Context: an optimization exercise on an open-source flow, tuned for small area, a short achievable clock period and few clock cycles per item. The choices shown serve that exercise and are no tape-out recipe. At most, simulation tests tie the RTL to the original design; equivalence was not proved. The flow treats the clock pin as an ideal source. Dropping or thinning the clock tree relies on that and would not hold on a real chip. Power figures rest on the tool's default switching activity, not on a simulated workload.

==> inputs of run G <==
==> flow/design.v <==
module w0_pre (
    input  logic [15:0] b,
    output logic [15:0] bm,
    output logic        up
);
    logic [13:0] z, s;    
    always_comb begin
        logic [13:0] t, u;
        t = {~b[12:0], 1'b1};
        for (int l = 0; l < 4; l++)
            for (int i = 13; i >= 0; i--)
                if ((i >> l) & 1) t[i] = t[i] & t[((i >> l) << l) - 1];
        z = t;
        u = b[13:0];
        for (int l = 0; l < 4; l++)
            for (int j = 13; j >= 0; j--)
                if ((j >> l) & 1) u[13 - j] = u[13 - j] | u[13 - (((j >> l) << l) - 1)];
        s = u;
    end
    assign up = b[15] & (~b[14] | ~s[0]);
    assign bm = {b[15:14], b[13:0] ^ ({14{~b[15] & b[14]}} & z & s)};
endmodule
module add16_pg #(
    parameter bit SUB = 1'b0
)(
    input  logic [15:0] a,
    input  logic [15:0] b,
    output logic [15:0] p,
    output logic [15:0] g
);
    logic [15:0] bb;
    assign bb = SUB ? ~b : b;
    assign p = a ^ bb;
    assign g = a & bb;
endmodule
module add16_sum #(
    parameter int CI = 2
)(
    input  logic [15:0] p,
    input  logic [15:0] g,
    input  logic        ci,
    output logic [15:0] s
);
    logic [15:0] G, P;
    logic        c;
    assign c = (CI == 2) ? ci : (CI == 3) ? ~ci : CI[0];
    always_comb begin
        G = g; P = p;
        for (int l = 0; l < 4; l++)
            for (int i = 0; i < 16; i++)
                if ((i % (2 << l)) == (2 << l) - 1) begin
                    G[i] = G[i] | (P[i] & G[i - (1 << l)]);
                    P[i] = P[i] & P[i - (1 << l)];
                end
        for (int l = 2; l >= 0; l--)
            for (int i = 0; i < 16; i++)
                if ((i % (2 << l)) == (1 << l) - 1 && i >= (2 << l)) begin
                    G[i] = G[i] | (P[i] & G[i - (1 << l)]);
                    P[i] = P[i] & P[i - (1 << l)];
                end
    end
    assign s = p ^ ({G[14:0], 1'b0} | ({P[14:0], 1'b1} & {16{c}}));
endmodule
module add16 #(
    parameter bit SUB = 1'b0,
    parameter int CI  = 2
)(
    input  logic [15:0] a,
    input  logic [15:0] b,
    input  logic        ci,
    output logic [15:0] s
);
    logic [15:0] p, g;
    add16_pg  #(.SUB(SUB)) u_pg  (.a(a), .b(b), .p(p), .g(g));
    add16_sum #(.CI(CI))   u_sum (.p(p), .g(g), .ci(ci), .s(s));
endmodule
module butterfly (
    input  logic [15:0] a,
    input  logic [15:0] bm,
    input  logic        up,
    output logic [15:0] out0,
    output logic [15:0] out1
);
    add16 #(.SUB(1'b0), .CI(2)) u_add (.a(a), .b(bm), .ci(up),  .s(out0));
    add16 #(.SUB(1'b1), .CI(3)) u_sub (.a(a), .b(bm), .ci(up), .s(out1));
endmodule
module fft4 #(
    parameter int WIDTH = 32
)(
    input logic clk,
    input logic rst,
    input logic start,
    output logic done,
    input logic signed [WIDTH-1:0] in0,
    input logic signed [WIDTH-1:0] in1,
    input logic signed [WIDTH-1:0] in2,
    input logic signed [WIDTH-1:0] in3,
    output logic signed [WIDTH-1:0] out0,
    output logic signed [WIDTH-1:0] out1,
    output logic signed [WIDTH-1:0] out2,
    output logic signed [WIDTH-1:0] out3
);
    logic [15:0] b2r, b2i, b3r, b3i;
    logic        u2r, u2i, u3r, u3i;
    w0_pre p2r (.b(in2[31:16]), .bm(b2r), .up(u2r));
    w0_pre p2i (.b(in2[15:0]),  .bm(b2i), .up(u2i));
    w0_pre p3r (.b(in3[31:16]), .bm(b3r), .up(u3r));
    w0_pre p3i (.b(in3[15:0]),  .bm(b3i), .up(u3i));
    logic [15:0] e0r_d, e0i_d, e1r_d, e1i_d, o0r_d, o0i_d, o1r_d, o1i_d;
    butterfly bf_er (.a(in0[31:16]), .bm(b2r), .up(u2r), .out0(e0r_d), .out1(e1r_d));
    butterfly bf_ei (.a(in0[15:0]),  .bm(b2i), .up(u2i), .out0(e0i_d), .out1(e1i_d));
    butterfly bf_or (.a(in1[31:16]), .bm(b3r), .up(u3r), .out0(o0r_d), .out1(o1r_d));
    butterfly bf_oi (.a(in1[15:0]),  .bm(b3i), .up(u3i), .out0(o0i_d), .out1(o1i_d));
    logic [15:0] m0r_d, m0i_d;
    logic        up0r_d, up0i_d;
    w0_pre p0r (.b(o0r_d), .bm(m0r_d), .up(up0r_d));
    w0_pre p0i (.b(o0i_d), .bm(m0i_d), .up(up0i_d));
    logic [15:0] e0r, e0i, m0r, m0i, o1r, o1i;
    logic [15:1] e1r_h, e1i_h;
    logic        up0r, up0i;
    always_ff @(posedge clk) begin
        if (start) begin
            e0r <= e0r_d; e0i <= e0i_d;
            e1r_h <= e1r_d[15:1]; e1i_h <= e1i_d[15:1];
            m0r <= m0r_d; m0i <= m0i_d;
            up0r <= up0r_d; up0i <= up0i_d;
            o1r <= o1r_d; o1i <= o1i_d;
        end
    end
    logic [15:0] e1r, e1i;
    assign e1r = {e1r_h, e0r[0]};
    assign e1i = {e1i_h, e0i[0]};
    always_ff @(posedge clk or posedge rst) begin
        if (rst) done <= 1'b0;
        else if (start) done <= 1'b1;
    end
    butterfly bf_0r (.a(e0r), .bm(m0r), .up(up0r), .out0(out0[31:16]), .out1(out2[31:16]));
    butterfly bf_0i (.a(e0i), .bm(m0i), .up(up0i), .out0(out0[15:0]),  .out1(out2[15:0]));
    add16 #(.SUB(1'b0), .CI(0)) a1r (.a(e1r), .b(o1i), .ci(1'b0), .s(out1[31:16]));
    add16 #(.SUB(1'b1), .CI(1)) a3r (.a(e1r), .b(o1i), .ci(1'b0), .s(out3[31:16]));
    add16 #(.SUB(1'b1), .CI(1)) a1i (.a(e1i), .b(o1r), .ci(1'b0), .s(out1[15:0]));
    add16 #(.SUB(1'b0), .CI(0)) a3i (.a(e1i), .b(o1r), .ci(1'b0), .s(out3[15:0]));
endmodule
==> flow/flow/run.sh <==
#!/bin/bash
# Standard layout (the standard.sh, standard synthesis), with two changes:
#  - the port buffers are sky130 buf_1 cells instead of the default pick (a
#    delay buffer); every port still gets its own buffer;
#  - the clock tree is a balanced two-stage tree built by cts_pre.tcl
#    (4 clkbuf_8 driven by the clock port, 8 clkbuf_16 leaves) instead of
#    TritonCTS's 17-buffer H-tree.
# make's full output goes to standard.log; ORFS keeps each step's log under
# orfs/logs.
set -euo pipefail
export BUFFER_PORTS_ARGS="-buffer_cell sky130_fd_sc_hd__buf_1"
export PRE_CTS_TCL="$PWD/flow/cts_pre.tcl"
bash standard.sh > standard.log 2>&1
==> flow/flow/cts_pre.tcl <==
# Clock tree built here instead of by TritonCTS (hooked in as PRE_CTS_TCL).
# The clock port drives 4 level-1 clock buffers; each drives 2 leaf clock
# buffers; each leaf drives the clock pins of one group of flip-flops.
# Groups come from recursive halving of the flip-flop positions, alternating
# x and y, so every flip-flop sits behind the same two buffer stages.
# The tree only balances the clock: no register is given a clock earlier or
# later than the others on purpose.
proc my_split {items idx} {
  set s [lsort -integer -index $idx $items]
  set n [llength $s]
  return [list [lrange $s 0 [expr {$n / 2 - 1}]] [lrange $s [expr {$n / 2}] end]]
}
proc my_groups {items n idx} {
  if {$n <= 1} { return [list $items] }
  set halves [my_split $items $idx]
  set nidx [expr {3 - $idx}]
  return [concat [my_groups [lindex $halves 0] [expr {$n / 2}] $nidx] \
                 [my_groups [lindex $halves 1] [expr {$n / 2}] $nidx]]
}
proc my_centroid {items} {
  set sx 0; set sy 0
  foreach s $items { incr sx [lindex $s 1]; incr sy [lindex $s 2] }
  set n [llength $items]
  return [list [expr {$sx / $n}] [expr {$sy / $n}]]
}
proc my_build_clock_tree {nl1 nl2 l1cell l2cell} {
  set block [ord::get_db_block]
  set clknet [$block findNet clk]
  set sinks {}
  foreach it [$clknet getITerms] {
    set inst [$it getInst]
    set loc [$inst getLocation]
    lappend sinks [list $it [lindex $loc 0] [lindex $loc 1]]
  }
  puts "bench clock tree: [llength $sinks] clock sinks"
  set m1 [[ord::get_db] findMaster $l1cell]
  set m2 [[ord::get_db] findMaster $l2cell]
  set k 0
  set j 0
  foreach grp [my_groups $sinks $nl1 1] {
    set n1 [odb::dbNet_create $block "clknet_l1_$k"]
    $n1 setSigType CLOCK
    set b1 [odb::dbInst_create $block $m1 "clkbuf_l1_$k"]
    [$b1 findITerm A] connect $clknet
    [$b1 findITerm X] connect $n1
    set c [my_centroid $grp]
    $b1 setLocation [lindex $c 0] [lindex $c 1]
    $b1 setPlacementStatus PLACED
    foreach leaf [my_groups $grp $nl2 2] {
      set n2 [odb::dbNet_create $block "clknet_l2_$j"]
      $n2 setSigType CLOCK
      set b2 [odb::dbInst_create $block $m2 "clkbuf_l2_$j"]
      [$b2 findITerm A] connect $n1
      [$b2 findITerm X] connect $n2
      foreach s $leaf {
        set it [lindex $s 0]
        $it disconnect
        $it connect $n2
      }
      set c [my_centroid $leaf]
      $b2 setLocation [lindex $c 0] [lindex $c 1]
      $b2 setPlacementStatus PLACED
      puts "bench clock tree: clkbuf_l2_$j drives [llength $leaf] sinks"
      incr j
    }
    incr k
  }
}

my_build_clock_tree 4 2 sky130_fd_sc_hd__clkbuf_8 sky130_fd_sc_hd__clkbuf_16
set_propagated_clock [all_clocks]
rename clock_tree_synthesis my_tritoncts_unused
proc clock_tree_synthesis {args} {
  puts "clock_tree_synthesis skipped: the clock tree was built by cts_pre.tcl"
}
==> flow/standard.sh <==
#!/bin/bash
# synth_recipe.tcl (not shown) runs the flow's synth.tcl, then flattens the netlist and writes it again
# the make line also repeats each setting of config.mk as NAME=value (left out here)
make -C /OpenROAD-flow-scripts/flow DESIGN_CONFIG=/design/flow/config.mk WORK_HOME=/design/flow/orfs CLKGATE_MAP_FILE= SYNTH_SCRIPT=/design/flow/synth_recipe.tcl "${@:-finish}"
==> flow/config.mk <==
export PLATFORM = sky130hd
export DESIGN_NAME = fft4
export DESIGN_NICKNAME = fft4
export VERILOG_FILES = /design/flow/design.v
export SDC_FILE = /design/flow/constraint.sdc
export NUM_CORES = 4
export LEC_CHECK = 0
export ABC_AREA = 1
export CAP_MARGIN = 20
export CORE_MARGIN = 2
export CORE_UTILIZATION = 60
export GPL_ROUTABILITY_DRIVEN = 0
export GPL_TIMING_DRIVEN = 1
export SETUP_SLACK_MARGIN = 5
export SLEW_MARGIN = 20
export SYNTH_HIERARCHICAL = 1
export SYNTH_MINIMUM_KEEP_SIZE = 0
==> flow/constraint.sdc <==
create_clock -name core_clock -period 10.0 [get_ports {clk}]
set_input_delay 2.0000 -clock core_clock [delete_from_list [all_inputs] [get_ports {clk}]]
set_output_delay 2.0000 -clock core_clock [all_outputs]
set_load 0.01 [all_outputs]
==> run R (differences from run G) <==
==> flow/design.v (replaced) <==
module w0_pre (
    input  logic [15:0] b,
    output logic [15:0] bm,
    output logic        up
);
    logic [14:0] z;    
    always_comb begin
        logic [14:0] t;
        t = {~b[13:0], 1'b1};
        for (int l = 0; l < 4; l++)
            for (int i = 14; i >= 0; i--)
                if ((i >> l) & 1) t[i] = t[i] & t[((i >> l) << l) - 1];
        z = t;
    end
    assign up = (b[15] & ~b[14]) | (b[14] & z[14]);
    assign bm = {b[15], b[14:0] ^ ({15{~b[15] & b[14]}} & z)};
endmodule
module w0_sum (
    input  logic [15:0] s,
    input  logic [15:14] p,
    input  logic [15:14] g,
    input  logic        c14,
    output logic [15:0] bm,
    output logic        up
);
    logic [14:0] z;    
    logic        dn0, dn1, dnp;
    always_comb begin
        logic [14:0] t;
        t = {~s[13:0], 1'b1};
        for (int l = 0; l < 4; l++)
            for (int i = 14; i >= 0; i--)
                if ((i >> l) & 1) t[i] = t[i] & t[((i >> l) << l) - 1];
        z = t;
    end
    assign dn0 =  p[14] & ~(p[15] ^ g[14]);
    assign dn1 = ~p[14] & ~(p[15] ^ (g[14] | p[14]));
    assign dnp = c14 ? dn1 : dn0;
    assign up = (s[15] & ~s[14]) | (s[14] & z[14]);
    assign bm = {s[15], s[14:0] ^ ({15{dnp}} & z)};
endmodule
module bf_pg (
    input  logic [15:0] a,
    input  logic [15:0] b,
    output logic [15:0] p,
    output logic [15:0] g
);
    assign p = a ^ b;
    assign g = a & b;
endmodule
module add16_sum #(
    parameter bit PN = 1'b0,
    parameter int CI = 2
)(
    input  logic [15:0] a,
    input  logic [15:0] p,
    input  logic [15:0] g,
    input  logic        ci,
    output logic [15:0] s,
    output logic        c14      
);
    logic [15:0] pp, gg, G, P;
    logic        c;
    assign pp = PN ? ~p : p;
    assign gg = PN ? a & p : g;
    assign c  = (CI == 2) ? ci : (CI == 3) ? ~ci : CI[0];
    always_comb begin
        G = gg; P = pp;
        for (int l = 0; l < 4; l++)
            for (int i = 0; i < 16; i++)
                if ((i % (2 << l)) == (2 << l) - 1) begin
                    G[i] = G[i] | (P[i] & G[i - (1 << l)]);
                    P[i] = P[i] & P[i - (1 << l)];
                end
        for (int l = 2; l >= 0; l--)
            for (int i = 0; i < 16; i++)
                if ((i % (2 << l)) == (1 << l) - 1 && i >= (2 << l)) begin
                    G[i] = G[i] | (P[i] & G[i - (1 << l)]);
                    P[i] = P[i] & P[i - (1 << l)];
                end
    end
    assign s = pp ^ ({G[14:0], 1'b0} | ({P[14:0], 1'b1} & {16{c}}));
    assign c14 = G[13] | (P[13] & c);
endmodule
module butterfly #(
    parameter bit FIXED = 1'b0
)(
    input  logic [15:0] a,
    input  logic [15:0] b,
    input  logic        ci,
    output logic [15:0] out0,
    output logic [15:0] out1,
    output logic [15:14] p_hi,     
    output logic [15:14] g_hi,
    output logic        c14        
);
    logic [15:0] p, g;
    assign p_hi = p[15:14];
    assign g_hi = g[15:14];
    bf_pg u_pg (.a(a), .b(b), .p(p), .g(g));
    add16_sum #(.PN(1'b0), .CI(FIXED ? 0 : 2)) u_add (.a(a), .p(p), .g(g), .ci(ci), .s(out0), .c14(c14));
    add16_sum #(.PN(1'b1), .CI(FIXED ? 1 : 3)) u_sub (.a(a), .p(p), .g(g), .ci(ci), .s(out1), .c14());
endmodule
module fft4 #(
    parameter int WIDTH = 32
)(
    input logic clk,
    input logic rst,
    input logic start,
    output logic done,
    input logic signed [WIDTH-1:0] in0,
    input logic signed [WIDTH-1:0] in1,
    input logic signed [WIDTH-1:0] in2,
    input logic signed [WIDTH-1:0] in3,
    output logic signed [WIDTH-1:0] out0,
    output logic signed [WIDTH-1:0] out1,
    output logic signed [WIDTH-1:0] out2,
    output logic signed [WIDTH-1:0] out3
);
    logic [15:0] b2r, b2i, b3r, b3i;
    logic        u2r, u2i, u3r, u3i;
    w0_pre p2r (.b(in2[31:16]), .bm(b2r), .up(u2r));
    w0_pre p2i (.b(in2[15:0]),  .bm(b2i), .up(u2i));
    w0_pre p3r (.b(in3[31:16]), .bm(b3r), .up(u3r));
    w0_pre p3i (.b(in3[15:0]),  .bm(b3i), .up(u3i));
    logic [15:0] e0r_d, e0i_d, e1r_d, e1i_d, o0r_d, o0i_d, o1r_d, o1i_d;
    butterfly bf_er (.a(in0[31:16]), .b(b2r), .ci(u2r), .out0(e0r_d), .out1(e1r_d),
                     .p_hi(), .g_hi(), .c14());
    butterfly bf_ei (.a(in0[15:0]),  .b(b2i), .ci(u2i), .out0(e0i_d), .out1(e1i_d),
                     .p_hi(), .g_hi(), .c14());
    logic [15:14] po0r, go0r, po0i, go0i;
    logic         c14o0r, c14o0i;
    butterfly bf_or (.a(in1[31:16]), .b(b3r), .ci(u3r), .out0(o0r_d), .out1(o1r_d),
                     .p_hi(po0r), .g_hi(go0r), .c14(c14o0r));
    butterfly bf_oi (.a(in1[15:0]),  .b(b3i), .ci(u3i), .out0(o0i_d), .out1(o1i_d),
                     .p_hi(po0i), .g_hi(go0i), .c14(c14o0i));
    logic [15:0] m0r_d, m0i_d;
    logic        up0r_d, up0i_d;
    w0_sum p0r (.s(o0r_d), .p(po0r), .g(go0r), .c14(c14o0r), .bm(m0r_d), .up(up0r_d));
    w0_sum p0i (.s(o0i_d), .p(po0i), .g(go0i), .c14(c14o0i), .bm(m0i_d), .up(up0i_d));
    logic [15:0] e0r, e0i, m0r, m0i, o1r, o1i;
    logic [15:1] e1r_h, e1i_h;
    logic        up0r, up0i;
    always_ff @(posedge clk) begin
        if (start) begin
            e0r <= e0r_d; e0i <= e0i_d;
            e1r_h <= e1r_d[15:1]; e1i_h <= e1i_d[15:1];
            m0r <= m0r_d; m0i <= m0i_d;
            up0r <= up0r_d; up0i <= up0i_d;
            o1r <= o1r_d; o1i <= o1i_d;
        end
    end
    logic [15:0] e1r, e1i;
    assign e1r = {e1r_h, e0r[0]};
    assign e1i = {e1i_h, e0i[0]};
    always_ff @(posedge clk or posedge rst) begin
        if (rst) done <= 1'b0;
        else if (start) done <= 1'b1;
    end
    butterfly bf_0r (.a(e0r), .b(m0r), .ci(up0r), .out0(out0[31:16]), .out1(out2[31:16]),
                     .p_hi(), .g_hi(), .c14());
    butterfly bf_0i (.a(e0i), .b(m0i), .ci(up0i), .out0(out0[15:0]),  .out1(out2[15:0]),
                     .p_hi(), .g_hi(), .c14());
    butterfly #(.FIXED(1'b1)) bf_1r (.a(e1r), .b(o1i), .ci(1'b0), .out0(out1[31:16]), .out1(out3[31:16]),
                     .p_hi(), .g_hi(), .c14());
    butterfly #(.FIXED(1'b1)) bf_1i (.a(e1i), .b(o1r), .ci(1'b0), .out0(out3[15:0]),  .out1(out1[15:0]),
                     .p_hi(), .g_hi(), .c14());
endmodule
==> run F (differences from run G) <==
--- a/flow/design.v
+++ b/flow/design.v
@@ -21,29 +21,20 @@
     assign bm = {b[15:14], b[13:0] ^ ({14{~b[15] & b[14]}} & z & s)};
 endmodule
-module add16_pg #(
-    parameter bit SUB = 1'b0
+module add16 #(
+    parameter bit SUB = 1'b0,
+    parameter int CI  = 2
 )(
     input  logic [15:0] a,
     input  logic [15:0] b,
-    output logic [15:0] p,
-    output logic [15:0] g
-);
-    logic [15:0] bb;
-    assign bb = SUB ? ~b : b;
-    assign p = a ^ bb;
-    assign g = a & bb;
-endmodule
-module add16_sum #(
-    parameter int CI = 2
-)(
-    input  logic [15:0] p,
-    input  logic [15:0] g,
     input  logic        ci,
     output logic [15:0] s
 );
-    logic [15:0] G, P;
+    logic [15:0] bb, p, g, G, P;
     logic        c;
-    assign c = (CI == 2) ? ci : (CI == 3) ? ~ci : CI[0];
+    assign bb = SUB ? ~b : b;
+    assign c  = (CI == 2) ? ci : (CI == 3) ? ~ci : CI[0];
     always_comb begin
+        p = a ^ bb;
+        g = a & bb;
         G = g; P = p;
         for (int l = 0; l < 4; l++)
@@ -61,17 +52,4 @@
     end
     assign s = p ^ ({G[14:0], 1'b0} | ({P[14:0], 1'b1} & {16{c}}));
-endmodule
-module add16 #(
-    parameter bit SUB = 1'b0,
-    parameter int CI  = 2
-)(
-    input  logic [15:0] a,
-    input  logic [15:0] b,
-    input  logic        ci,
-    output logic [15:0] s
-);
-    logic [15:0] p, g;
-    add16_pg  #(.SUB(SUB)) u_pg  (.a(a), .b(b), .p(p), .g(g));
-    add16_sum #(.CI(CI))   u_sum (.p(p), .g(g), .ci(ci), .s(s));
 endmodule
 module butterfly (
--- a/flow/flow/run.sh
+++ b/flow/flow/run.sh
@@ -11,3 +11,4 @@
 export BUFFER_PORTS_ARGS="-buffer_cell sky130_fd_sc_hd__buf_1"
 export PRE_CTS_TCL="$PWD/flow/cts_pre.tcl"
+export SETUP_SLACK_MARGIN=6
 bash standard.sh > standard.log 2>&1
SETUP_SLACK_MARGIN = unset   (was 5)
==> run notes <==
| item | run R | run F | run G |
|---|---|---|---|
| Run status | finished clean | finished clean | finished clean |
| Worst hold slack | 0.459 ns | 0.462 ns | 0.457 ns |
| Comb_multi_in | 1765 | 1810 | 1823 |
| Fmax | 209 MHz | 203 MHz | 205 MHz |
| Met3 WL | 1.72 mm | 7.01 mm | 2.59 mm |
| Power consumed by combinational cells | 2.38 mW | 3.20 mW | 2.18 mW |
| Net Sw Frac | 50.0% | 48.4% | 48.5% |
| Number of fill cells | 2465 | 1150 | 2648 |
| Post-CTS Setup Inserts | 0 | 126 | 0 |
| Vias per cell | 5.10 | 5.97 | 5.13 |
| Post-placement cell area | 17400 µm² | 19100 µm² | 18900 µm² |
| Footprint of the multi-input gates | 11000 µm² | 16000 µm² | 12100 µm² |
| Pin count of the biggest net entering global routing | 74 | 52 | 74 |
| Leakage power figure | 9.02 nW | 12.6 nW | 10.1 nW |
| Worst Path Buf+Inv | 3 | 4 | 2 |
| Number of placement rows | 60 | 62 | 62 |
| Non-clock inverters | 317 | 485 | 471 |
Testbench counts of run G, summed over its fixed seeds: cycles 1,600, items 1,600.
Only the layout flow was run in run R and run F; the RTL was not checked for function there. In every run of this note, the design's own scripts or RTL, not TritonCTS, make the clock network.

==> re-timing with driven ports <==
No port has a modelled driver above. Below, the same layouts with a new extraction and two added sets of constraints. Step 1, drivers: a clkbuf_16 drives clk and a buf_2 each remaining input, both assumed. Step 2, shift: input delay + t, output delay - t, t = (earliest + latest rising clock arrival at the registers) / 2. This alone moves slack from input paths to output paths. a / b / c = ideal ports / drivers / drivers and shift; a / b = the first two.
run | t, ns | setup slack, ns | worst data-port slew with drivers (ns) | pins driven straight from the clock port
run G | 0.371 | 5.122 / 5.147 / 4.776 | 0.08 | 4
run R | 0.370 | 5.220 / 5.286 / 4.916 | 0.07 | 4
run F | 0.395 | 5.079 / 5.145 / 4.750 | 0.12 | 4
After both steps setup and hold are still met in every run listed. The setup slack of run G, which loses most, moves by +0.025 ns with the drivers and by -0.346 ns with both steps.
